Background: an optimization exercise with open tools, aiming at small area and a short achievable clock period. Do not read the settings as production practice. The RTL was checked by simulation tests, not by an equivalence proof against the original design. Power figures rest on the tool's default switching activity, not on a simulated workload.

== run A ==
// processor
module processor(clk,rst,start,data_in,data_out);
input clk;
input rst;
input start;
input [7:0]data_in;
output [7:0]data_out;
reg [7:0] mem [0:255];
reg [7:0] A;
reg [15:0] row;      
reg [15:0] col;      
reg state;           
reg c1, c2;          
reg [7:0] tq [0:7];  
reg [7:0] tqs;       
reg [7:0] temp;
integer k;
always @* begin
    temp = 8'b0;
    for (k = 0; k < 8; k = k + 1)
        temp = temp | (tq[k] & {8{tqs[k]}});
end
wire wr = rst & ~state & ~start & (c1 | c2);
reg [7:0] rd [0:7];
integer i, q;
always @* begin
    for (q = 0; q < 8; q = q + 1) begin
        rd[q] = 8'b0;
        for (i = 0; i < 32; i = i + 1)
            rd[q] = rd[q] | (mem[q*32+i] & {8{row[q*2+i/16] & col[i%16]}});
    end
end
integer j;
always @(posedge clk) begin
    for (j = 0; j < 256; j = j + 1)
        if (wr & row[j/16] & col[j%16]) mem[j] <= data_in;
    if (rst & state) begin
        for (q = 0; q < 8; q = q + 1) begin
            tq[q] <= rd[q];
            tqs[q] <= |row[q*2 +: 2];
        end
    end
end
always @(posedge clk) begin
    if (!rst) begin
        state <= 1'b0;
        A <= 8'b0;
        row <= 16'b1;
        col <= 16'b1;
        c1 <= 1'b0;
        c2 <= 1'b0;
    end else if (!state) begin
        if (start) begin
            state <= 1'b1;
        end else begin
            col <= {col[14:0], col[15]};
            if (col[15]) row <= {row[14:0], row[15]};
            c1 <= ~c1;
            c2 <= c1;
        end
    end else begin
        col <= {col[14:0], col[15]};
        if (col[15]) row <= {row[14:0], row[15]};
        if (c1) A <= temp;
        c1 <= ~c1 & ~c2;
        c2 <= c1;
    end
end
assign data_out = A;
endmodule
export LEC_CHECK = 0
export ABC_CLOCK_PERIOD_IN_PS = 2000
export CAP_MARGIN = 20
export CORE_MARGIN = 2
export CORE_UTILIZATION = 40
export CTS_BUF_LIST = sky130_fd_sc_hd__clkbuf_16
export CTS_CLUSTER_DIAMETER = 60
export CTS_CLUSTER_SIZE = 30
export SETUP_SLACK_MARGIN = 2.9
export SLEW_MARGIN = 20
create_clock -name core_clock -period 5.0 [get_ports {clk}]
run.sh (not shown) runs the stock make flow with config.mk's settings and CLKGATE_MAP_FILE= SYNTH_SCRIPT=/design/flow/synth_recipe.tcl, a recipe that flattens the netlist after the stock synthesis.
The final layout from run A, which completed every stage, passed the timing, design-rule and antenna checks at the end of the flow.
--- input diff run A..run B ---
# run A
export LEC_CHECK = 0
export ABC_CLOCK_PERIOD_IN_PS = 2000
export CAP_MARGIN = 20
export CORE_MARGIN = 2
export CORE_UTILIZATION = 40
export CTS_BUF_LIST = sky130_fd_sc_hd__clkbuf_16
export CTS_CLUSTER_DIAMETER = 60
export CTS_CLUSTER_SIZE = 30
export SETUP_SLACK_MARGIN = 2.9
export SLEW_MARGIN = 20
create_clock -name core_clock -period 5.0 [get_ports {clk}]
# run B
export LEC_CHECK = 0
export ABC_CLOCK_PERIOD_IN_PS = 2000
export CAP_MARGIN = 20
export CORE_MARGIN = 2
export CORE_UTILIZATION = 40
export CTS_BUF_LIST = sky130_fd_sc_hd__clkbuf_16
export CTS_CLUSTER_DIAMETER = 60
export CTS_CLUSTER_SIZE = 30
export SETUP_SLACK_MARGIN = 2.7
export SLEW_MARGIN = 20
create_clock -name core_clock -period 5.0 [get_ports {clk}]
[summary]
Flop-to-flop setup slack deteriorates in run B relative to run A. Delta (run B minus run A): non-clock buffer instance count of the final layout went down by about 27%; worst setup slack higher; fmax saw an increase; routed wire length decreased about 5%. Delta (run B minus run A): portion of total power attributed to the clock network down 0.6 points; utilization of the core after routing down 1.8 points. Compared with run A, run B shows cell area that has gone down by a few percent. NOTE clock buffer instance count of the final layout run A->run B decreased by a few percent.
[inputs] run C vs run B
# run B
export LEC_CHECK = 0
export ABC_CLOCK_PERIOD_IN_PS = 2000
export CAP_MARGIN = 20
export CORE_MARGIN = 2
export CORE_UTILIZATION = 40
export CTS_BUF_LIST = sky130_fd_sc_hd__clkbuf_16
export CTS_CLUSTER_DIAMETER = 60
export CTS_CLUSTER_SIZE = 30
export SETUP_SLACK_MARGIN = 2.7
export SLEW_MARGIN = 20
create_clock -name core_clock -period 5.0 [get_ports {clk}]
# run C
export LEC_CHECK = 0
export ABC_CLOCK_PERIOD_IN_PS = 2000
export CAP_MARGIN = 20
export CORE_MARGIN = 2
export CORE_UTILIZATION = 40
export CTS_BUF_LIST = sky130_fd_sc_hd__clkbuf_16
export CTS_CLUSTER_DIAMETER = 60
export CTS_CLUSTER_SIZE = 30
export PLACE_DENSITY = 0.72
export SETUP_SLACK_MARGIN = 2.7
export SLEW_MARGIN = 20
create_clock -name core_clock -period 5.0 [get_ports {clk}]
[summary]
- Total power: run C below run B
- Summary of run C over run B: critical-path maximum fanout fell by 72; clock-cell share of area -0.21 points.
- Of run B and run C, the lower global-route usage belongs to run C.
- Run B vs run C, type of the worst setup path: reg2reg vs reg2out
- Run C ended with less multi-input gate area in the final layout than run B.
Inputs modified between run C and run D:
# run C
export LEC_CHECK = 0
export ABC_CLOCK_PERIOD_IN_PS = 2000
export CAP_MARGIN = 20
export CORE_MARGIN = 2
export CORE_UTILIZATION = 40
export CTS_BUF_LIST = sky130_fd_sc_hd__clkbuf_16
export CTS_CLUSTER_DIAMETER = 60
export CTS_CLUSTER_SIZE = 30
export PLACE_DENSITY = 0.72
export SETUP_SLACK_MARGIN = 2.7
export SLEW_MARGIN = 20
create_clock -name core_clock -period 5.0 [get_ports {clk}]
# run D
export LEC_CHECK = 0
export ABC_CLOCK_PERIOD_IN_PS = 2000
export CAP_MARGIN = 20
export CORE_MARGIN = 2
export CORE_UTILIZATION = 40
export CTS_BUF_LIST = sky130_fd_sc_hd__clkbuf_16
export CTS_CLUSTER_DIAMETER = 100
export CTS_CLUSTER_SIZE = 24
export SETUP_SLACK_MARGIN = 2.7
export SLEW_MARGIN = 20
create_clock -name core_clock -period 5.0 [get_ports {clk}]
==> comparison <==
Run C → run D: register-to-register slack essentially unchanged; area of the multi-input gates increased about 1.7%; count of final setup violators essentially unchanged; total met3 wirelength after detailed routing decreased 6300 um; count of clock-net buffers in the final layout decreased 17.
The setup slack of run D is smaller than that of run C.
Run D vs run C on worst slack on hold paths: run D is the lower one.
Against run C, run D reports a combinational group share of total power that is higher.
Sort run D and run C by total power asc -> top: run D
Clock-pin slew on the worst setup and hold paths: run C vs run D — no meaningful difference

-- static timing again, ports no longer ideal --
The flow's constraints put no driver on any port. The routed layouts listed below were extracted and timed again, unchanged, in two steps.
Step 1 sets driving cells, clkbuf_16 on the clock port and buf_2 on the other inputs (assumed; they add their load-dependent delay and slew).
Step 2 moves the port delays by t, midway between the first and last clock arrival at a register: inputs arrive t later, outputs are due t later. That takes back most of the time a late clock gives input paths.
Slacks: ideal / step 1 / step 2; pairs: ideal / step 1.
| run | shift t [ns] | slack for setup (ns) | latest minus earliest clock arrival (ns) | slew at the worst register clock pin (ns) |
|---|---|---|---|---|
| run A | 0.873 | 2.638 / 2.546 / 2.038 | 0.067 / 0.067 | 0.11 / 0.11 |
| run B | 0.864 | 2.676 / 2.621 / 1.924 | 0.037 / 0.036 | 0.11 / 0.11 |
| run C | 0.852 | 2.632 / 2.551 / 1.954 | 0.065 / 0.066 | 0.11 / 0.11 |
| run D | 0.833 | 2.627 / 2.636 / 1.804 | 0.041 / 0.041 | 0.10 / 0.10 |
After both steps setup and hold are still met in every run listed. The setup slack of run D, which loses most, moves by +0.009 ns with the drivers and by -0.823 ns with both steps.
